From an optimization exercise on the open Yosys and OpenROAD flow, aimed at small area; shortcuts taken in it are not production practice.
At most, simulation tests tie the RTL to the original design; equivalence was not proved.
Power is estimated from default activity; no workload was simulated.

job 1455:
Design SDRAM_HAL_Base, start of the top module:
module SDRAM_HAL_Base(CLOCK_50, reset_n, Ton_PWM, Latch_PWM, OE_PWM, GPIO_PWM, GPIO_DIV);
==> flow/config.mk <==
export PLATFORM = sky130hd
export DESIGN_NAME = SDRAM_HAL_Base
export DESIGN_NICKNAME = SDRAM_HAL_Base
export VERILOG_FILES = /design/flow/design.v
export SDC_FILE = /design/flow/constraint.sdc
export NUM_CORES = 4
export LEC_CHECK = 0
export CAP_MARGIN = 20
export CORE_MARGIN = 2
export CORE_UTILIZATION = 40
export PLACE_DENSITY = 0.6
export SLEW_MARGIN = 20
export BUFFER_PORTS_ARGS = -buffer_cell sky130_fd_sc_hd__buf_1
export CTS_ARGS = -sink_clustering_enable -repair_clock_nets -dont_use_dummy_load -sink_clustering_size 16 -sink_clustering_max_diameter 50 -buf_list "sky130_fd_sc_hd__clkbuf_8"
export POST_FLOORPLAN_TCL = /design/flow/flow/downsize.tcl
==> flow/constraint.sdc <==
create_clock -name core_clock -period 5.0 [get_ports {CLOCK_50}]
set_input_delay 1.0000 -clock core_clock [delete_from_list [all_inputs] [get_ports {CLOCK_50}]]
set_output_delay 1.0000 -clock core_clock [all_outputs]
set_load 0.01 [all_outputs]
standard.sh (not shown) runs the stock make flow with config.mk's settings and CLKGATE_MAP_FILE= SYNTH_SCRIPT=/design/flow/synth_recipe.tcl, a recipe that flattens the netlist after the stock synthesis.
==> flow/flow/run.sh <==
#!/bin/bash
# Standard ORFS layout with smaller port buffers, smallest-drive logic cells
# after synthesis (repair steps upsize where needed) and a leaner clock tree.
set -euo pipefail
W=$PWD
cat >> config.mk <<CFG
export BUFFER_PORTS_ARGS = -buffer_cell sky130_fd_sc_hd__buf_1
export CTS_ARGS = -sink_clustering_enable -repair_clock_nets -dont_use_dummy_load -sink_clustering_size 16 -sink_clustering_max_diameter 50 -buf_list "sky130_fd_sc_hd__clkbuf_8"
export POST_FLOORPLAN_TCL = $W/flow/downsize.tcl
CFG
bash standard.sh finish > orfs_make.log 2>&1
==> flow/flow/downsize.tcl <==
# Swap every combinational cell for the smallest cell of the same function
# (same base name, other drive strength). Registers, clock cells and
# physical-only cells are left alone; later repair steps upsize where needed.
proc my_downsize {} {
  set lib [lindex [get_libs *] 0]
  set n 0
  set saved 0.0
  foreach inst [get_cells *] {
    set m [get_property $inst ref_name]
    if {![regexp {^(sky130_fd_sc_hd__([a-z0-9]+))_(\d+)$} $m -> base fn size]} { continue }
    if {[regexp {^(df|edf|sdf|dl|clk|tap|fill|decap|conb|diode|lpflow)} $fn]} { continue }
    set cur [get_lib_cells */$m]
    set best $m
    set barea [get_property $cur area]
    foreach s {0 1 2} {
      set c [get_lib_cells -quiet */${base}_$s]
      if {$c == ""} { continue }
      set a [get_property $c area]
      if {$a < $barea} { set best ${base}_$s; set barea $a }
    }
    if {$best ne $m} {
      set saved [expr {$saved + [get_property $cur area] - $barea}]
      replace_cell $inst $best
      incr n
    }
  }
  puts "my_downsize: replaced $n cells, saved [format %.1f $saved] um2"
}
my_downsize
> inputs changed (job 1455 -> job 3483)
# job 1455
export LEC_CHECK = 0
export CAP_MARGIN = 20
export CORE_MARGIN = 2
export CORE_UTILIZATION = 40
export PLACE_DENSITY = 0.6
export SLEW_MARGIN = 20
export BUFFER_PORTS_ARGS = -buffer_cell sky130_fd_sc_hd__buf_1
export CTS_ARGS = -sink_clustering_enable -repair_clock_nets -dont_use_dummy_load -sink_clustering_size 16 -sink_clustering_max_diameter 50 -buf_list "sky130_fd_sc_hd__clkbuf_8"
export POST_FLOORPLAN_TCL = /design/flow/flow/downsize.tcl
create_clock -name core_clock -period 5.0 [get_ports {CLOCK_50}]
# job 3483
export LEC_CHECK = 0
export CAP_MARGIN = 20
export CORE_MARGIN = 2
export CORE_UTILIZATION = 40
export PLACE_DENSITY = 0.6
export SLEW_MARGIN = 20
export BUFFER_PORTS_ARGS = -buffer_cell sky130_fd_sc_hd__buf_1
export CTS_ARGS = -sink_clustering_enable -repair_clock_nets -dont_use_dummy_load -sink_clustering_size 30 -sink_clustering_max_diameter 80 -buf_list "sky130_fd_sc_hd__clkbuf_16"
export POST_FLOORPLAN_TCL = /design/flow/flow/downsize.tcl
create_clock -name core_clock -period 5.0 [get_ports {CLOCK_50}]
--- a/flow/flow/run.sh
+++ b/flow/flow/run.sh
@@ -7,3 +7,3 @@
 export BUFFER_PORTS_ARGS = -buffer_cell sky130_fd_sc_hd__buf_1
-export CTS_ARGS = -sink_clustering_enable -repair_clock_nets -dont_use_dummy_load -sink_clustering_size 16 -sink_clustering_max_diameter 50 -buf_list "sky130_fd_sc_hd__clkbuf_8"
+export CTS_ARGS = -sink_clustering_enable -repair_clock_nets -dont_use_dummy_load -sink_clustering_size 30 -sink_clustering_max_diameter 80 -buf_list "sky130_fd_sc_hd__clkbuf_16"
 export POST_FLOORPLAN_TCL = $W/flow/downsize.tcl
## What came out
The total power was comparable across job 1455 and job 3483.
The lower via count of job 1455 and job 3483 is in job 3483.
Any difference in number of sequential cells in the layout between job 1455 and job 3483 is small enough to ignore.
Function was not checked in any run of this note: the RTL went through the layout flow alone.

========
Setup of run A:
The RTL this note starts from:
==> flow/design.v <==
module SDRAM_HAL_Base(CLOCK_50, reset_n, Ton_PWM, Latch_PWM, OE_PWM, GPIO_PWM, GPIO_DIV);
input CLOCK_50;
input reset_n;
input[9:0] Ton_PWM;
input[23:0] Latch_PWM;
input[23:0] OE_PWM;
output[23:0] GPIO_PWM;
output GPIO_DIV;
reg [2:0] a, b;
reg [9:0] cnt;
reg z;
reg [23:0] lqn;    
reg [23:0] out;
reg [23:0] r;
reg [2:0] tlo [0:23];
reg [6:0] ring [0:23];
wire a6 = (a == 3'd6);
wire b5 = (b == 3'd5);
wire b6 = (b == 3'd6);
wire step = a6 && b6;
wire [2:0] an = a6 ? 3'd0 : a + 3'd1;
always @(posedge CLOCK_50) begin
	if (!reset_n) begin
		a <= 3'd0;
		b <= 3'd0;
		cnt <= 10'd0;
		z <= 1'b1;
	end else begin
		a <= an;
		if (a6) b <= b6 ? 3'd0 : b + 3'd1;
		if (step) begin
			cnt <= cnt + 10'd1;
			z <= 1'b0;
		end
	end
end
wire [9:0] tdata = Ton_PWM & {10{reset_n}};
wire [13:0] tdd = {tdata[9:3], tdata[9:3]};
wire [6:0] trot = tdd >> an;
wire [2:0] slo = {b5 && a6, b5 && (a == 3'd5), b5 && (a == 3'd4)};
wire sring = b6;
wire [10:0] pl;
assign pl[0] = 1'b0;
genvar j;
generate for (j = 0; j < 10; j = j + 1) begin: pre
	assign pl[j+1] = (tdata[j] & !cnt[j]) | ((tdata[j] | !cnt[j]) & pl[j]);
end endgenerate
reg cb_ring, cb_lo, pl_ring, pl_lo;
always @(*) begin
	case (a)
	3'd0: begin cb_ring = cnt[3]; pl_ring = pl[4]; end
	3'd1: begin cb_ring = cnt[4]; pl_ring = pl[5]; end
	3'd2: begin cb_ring = cnt[5]; pl_ring = pl[6]; end
	3'd3: begin cb_ring = cnt[6]; pl_ring = pl[7]; end
	3'd4: begin cb_ring = cnt[7]; pl_ring = pl[8]; end
	3'd5: begin cb_ring = cnt[8]; pl_ring = pl[9]; end
	default: begin cb_ring = cnt[9]; pl_ring = pl[10]; end
	endcase
	case (a)
	3'd4: begin cb_lo = cnt[0]; pl_lo = pl[1]; end
	3'd5: begin cb_lo = cnt[1]; pl_lo = pl[2]; end
	3'd6: begin cb_lo = cnt[2]; pl_lo = pl[3]; end
	default: begin cb_lo = 1'b1; pl_lo = 1'b0; end
	endcase
end
wire nc = !(b6 ? cb_ring : cb_lo);
wire pload = b6 ? pl_ring : pl_lo;
genvar i;
generate for (i = 0; i < 24; i = i + 1) begin: ch
	wire ld = !(lqn[i] | Latch_PWM[i]) | !reset_n;
	wire [2:0] t = tlo[i];
	wire x = (t[0] & slo[0]) | (t[1] & slo[1]) | (t[2] & slo[2]) | (ring[i][0] & sring);
	wire m = (x & nc) | ((x | nc) & r[i]);
	always @(posedge CLOCK_50) begin
		lqn[i] <= !(Latch_PWM[i] & reset_n);
		if (ld) tlo[i] <= tdata[2:0];
		ring[i] <= ld ? trot : {ring[i][0], ring[i][6:1]};
		r[i] <= ld ? pload : m;
		if (step) out[i] <= m;
	end
end endgenerate
assign GPIO_PWM = out & OE_PWM & {24{!z}};
assign GPIO_DIV = (b > 3'd3) || (b == 3'd3 && a >= 3'd3);
endmodule
Settings: LEC_CHECK=0, CAP_MARGIN=20, CORE_MARGIN=2, CORE_UTILIZATION=70, PLACE_DENSITY=0.8, SLEW_MARGIN=20, BUFFER_PORTS_ARGS=-buffer_cell sky130_fd_sc_hd__buf_1, CTS_ARGS=-sink_clustering_enable -repair_clock_nets -dont_use_dummy_load -sink_clustering_size 30 -sink_clustering_max_diameter 80 -buf_list "sky130_fd_sc_hd__clkbuf_16", POST_FLOORPLAN_TCL=/design/flow/flow/downsize.tcl; clock period 5.0 ns.
==> flow/flow/run.sh <==
#!/bin/bash
# Standard ORFS layout with smaller port buffers, smallest-drive logic cells
# after synthesis (repair steps upsize where needed) and a leaner clock tree.
set -euo pipefail
W=$PWD
cat >> config.mk <<CFG
export BUFFER_PORTS_ARGS = -buffer_cell sky130_fd_sc_hd__buf_1
export CTS_ARGS = -sink_clustering_enable -repair_clock_nets -dont_use_dummy_load -sink_clustering_size 30 -sink_clustering_max_diameter 80 -buf_list "sky130_fd_sc_hd__clkbuf_16"
export POST_FLOORPLAN_TCL = $W/flow/downsize.tcl
CFG
bash standard.sh finish > orfs_make.log 2>&1
Scripts as last shown in full above: flow/flow/downsize.tcl
The following lists how run B was set up differently from run A:
Settings: CTS_ARGS changed from -sink_clustering_enable -repair_clock_nets -dont_use_dummy_load -sink_clustering_size 30 -sink_clustering_max_diameter 80 -buf_list "sky130_fd_sc_hd__clkbuf_16" to -sink_clustering_enable -repair_clock_nets -dont_use_dummy_load -sink_clustering_size 40 -sink_clustering_max_diameter 60 -buf_list "sky130_fd_sc_hd__clkbuf_16".
--- a/flow/flow/run.sh
+++ b/flow/flow/run.sh
@@ -6,5 +6,5 @@
 cat >> config.mk <<CFG
 export BUFFER_PORTS_ARGS = -buffer_cell sky130_fd_sc_hd__buf_1
-export CTS_ARGS = -sink_clustering_enable -repair_clock_nets -dont_use_dummy_load -sink_clustering_size 30 -sink_clustering_max_diameter 80 -buf_list "sky130_fd_sc_hd__clkbuf_16"
+export CTS_ARGS = -sink_clustering_enable -repair_clock_nets -dont_use_dummy_load -sink_clustering_size 40 -sink_clustering_max_diameter 60 -buf_list "sky130_fd_sc_hd__clkbuf_16"
 export POST_FLOORPLAN_TCL = $W/flow/downsize.tcl
 CFG
[summary]
Run B against run A: share of the core filled with cells in the final layout moved up; overall power of the completed layout grew by about 1.7%; data arrival time of the worst path rose by 0.04 ns.
The end of the critical path comes out ring[4][1]$_DFF_P_ in one run and r[20]$_DFF_P_ in the other, namely in run A and run B respectively.
Setup changes, run B to run C
Settings: CTS_ARGS: -sink_clustering_enable -repair_clock_nets -dont_use_dummy_load -sink_clustering_size 40 -sink_clustering_max_diameter 60 -buf_list "sky130_fd_sc_hd__clkbuf_16" -> -sink_clustering_enable -repair_clock_nets -dont_use_dummy_load -sink_clustering_size 20 -sink_clustering_max_diameter 40 -buf_list "sky130_fd_sc_hd__clkbuf_8".
--- a/flow/flow/run.sh
+++ b/flow/flow/run.sh
@@ -6,5 +6,5 @@
 cat >> config.mk <<CFG
 export BUFFER_PORTS_ARGS = -buffer_cell sky130_fd_sc_hd__buf_1
-export CTS_ARGS = -sink_clustering_enable -repair_clock_nets -dont_use_dummy_load -sink_clustering_size 40 -sink_clustering_max_diameter 60 -buf_list "sky130_fd_sc_hd__clkbuf_16"
+export CTS_ARGS = -sink_clustering_enable -repair_clock_nets -dont_use_dummy_load -sink_clustering_size 20 -sink_clustering_max_diameter 40 -buf_list "sky130_fd_sc_hd__clkbuf_8"
 export POST_FLOORPLAN_TCL = $W/flow/downsize.tcl
 CFG
==> comparison <==
Compared with run B, run C shows a via count that is 82 higher.
Run C ran to completion and came out clean on the timing, design-rule and antenna checks.
Setup slack in run C is larger than in run B.
Between run B and run C, final wirelength is lower for run B, run C comes in above that.
Cmp run C vs run B: met3 usage higher in run C
The final hold slack on run B is in line with that on run C.

## separate check: timing with driven ports
In the flow no input, the clock included, has a driving cell. The finished layouts below were timed again as built, in two steps. Step 1: set_driving_cell puts a clkbuf_16 on CLOCK_50 and a buf_2 on each other input, an assumption about the parent block. Step 2 times the ports against the registers' clock, not the clock port: input delays grow and output delays shrink by t, the midpoint of the rising clock arrivals with the driver on. Slacks: ideal ports / drivers / drivers and shift; pairs: ideal ports / drivers.
run | t (ns) | setup slack, ns | hold WS [ns] | slew at the worst register clock pin (ns) | worst data-port slew with drivers (ns)
job 1455 | 0.609 | 1.677 / 1.698 / 1.090 | 0.399 / 0.399 / 0.399 | 0.10 / 0.10 | 0.04
job 3483 | 0.520 | 1.605 / 1.627 / 1.106 | 0.389 / 0.389 / 0.389 | 0.11 / 0.11 | 0.04
run A | 0.520 | 1.582 / 1.582 / 1.183 | 0.434 / 0.434 / 0.434 | 0.11 / 0.11 | 0.03
run B | 0.535 | 1.598 / 1.617 / 1.081 | 0.426 / 0.426 / 0.426 | 0.12 / 0.12 | 0.03
run C | 0.570 | 1.661 / 1.661 / 1.152 | 0.424 / 0.424 / 0.424 | 0.10 / 0.10 | 0.03
After both steps every run listed still meets setup and hold. For job 1455, which loses most, drivers alone change the setup slack by +0.021 ns; drivers and shift together by -0.587 ns.
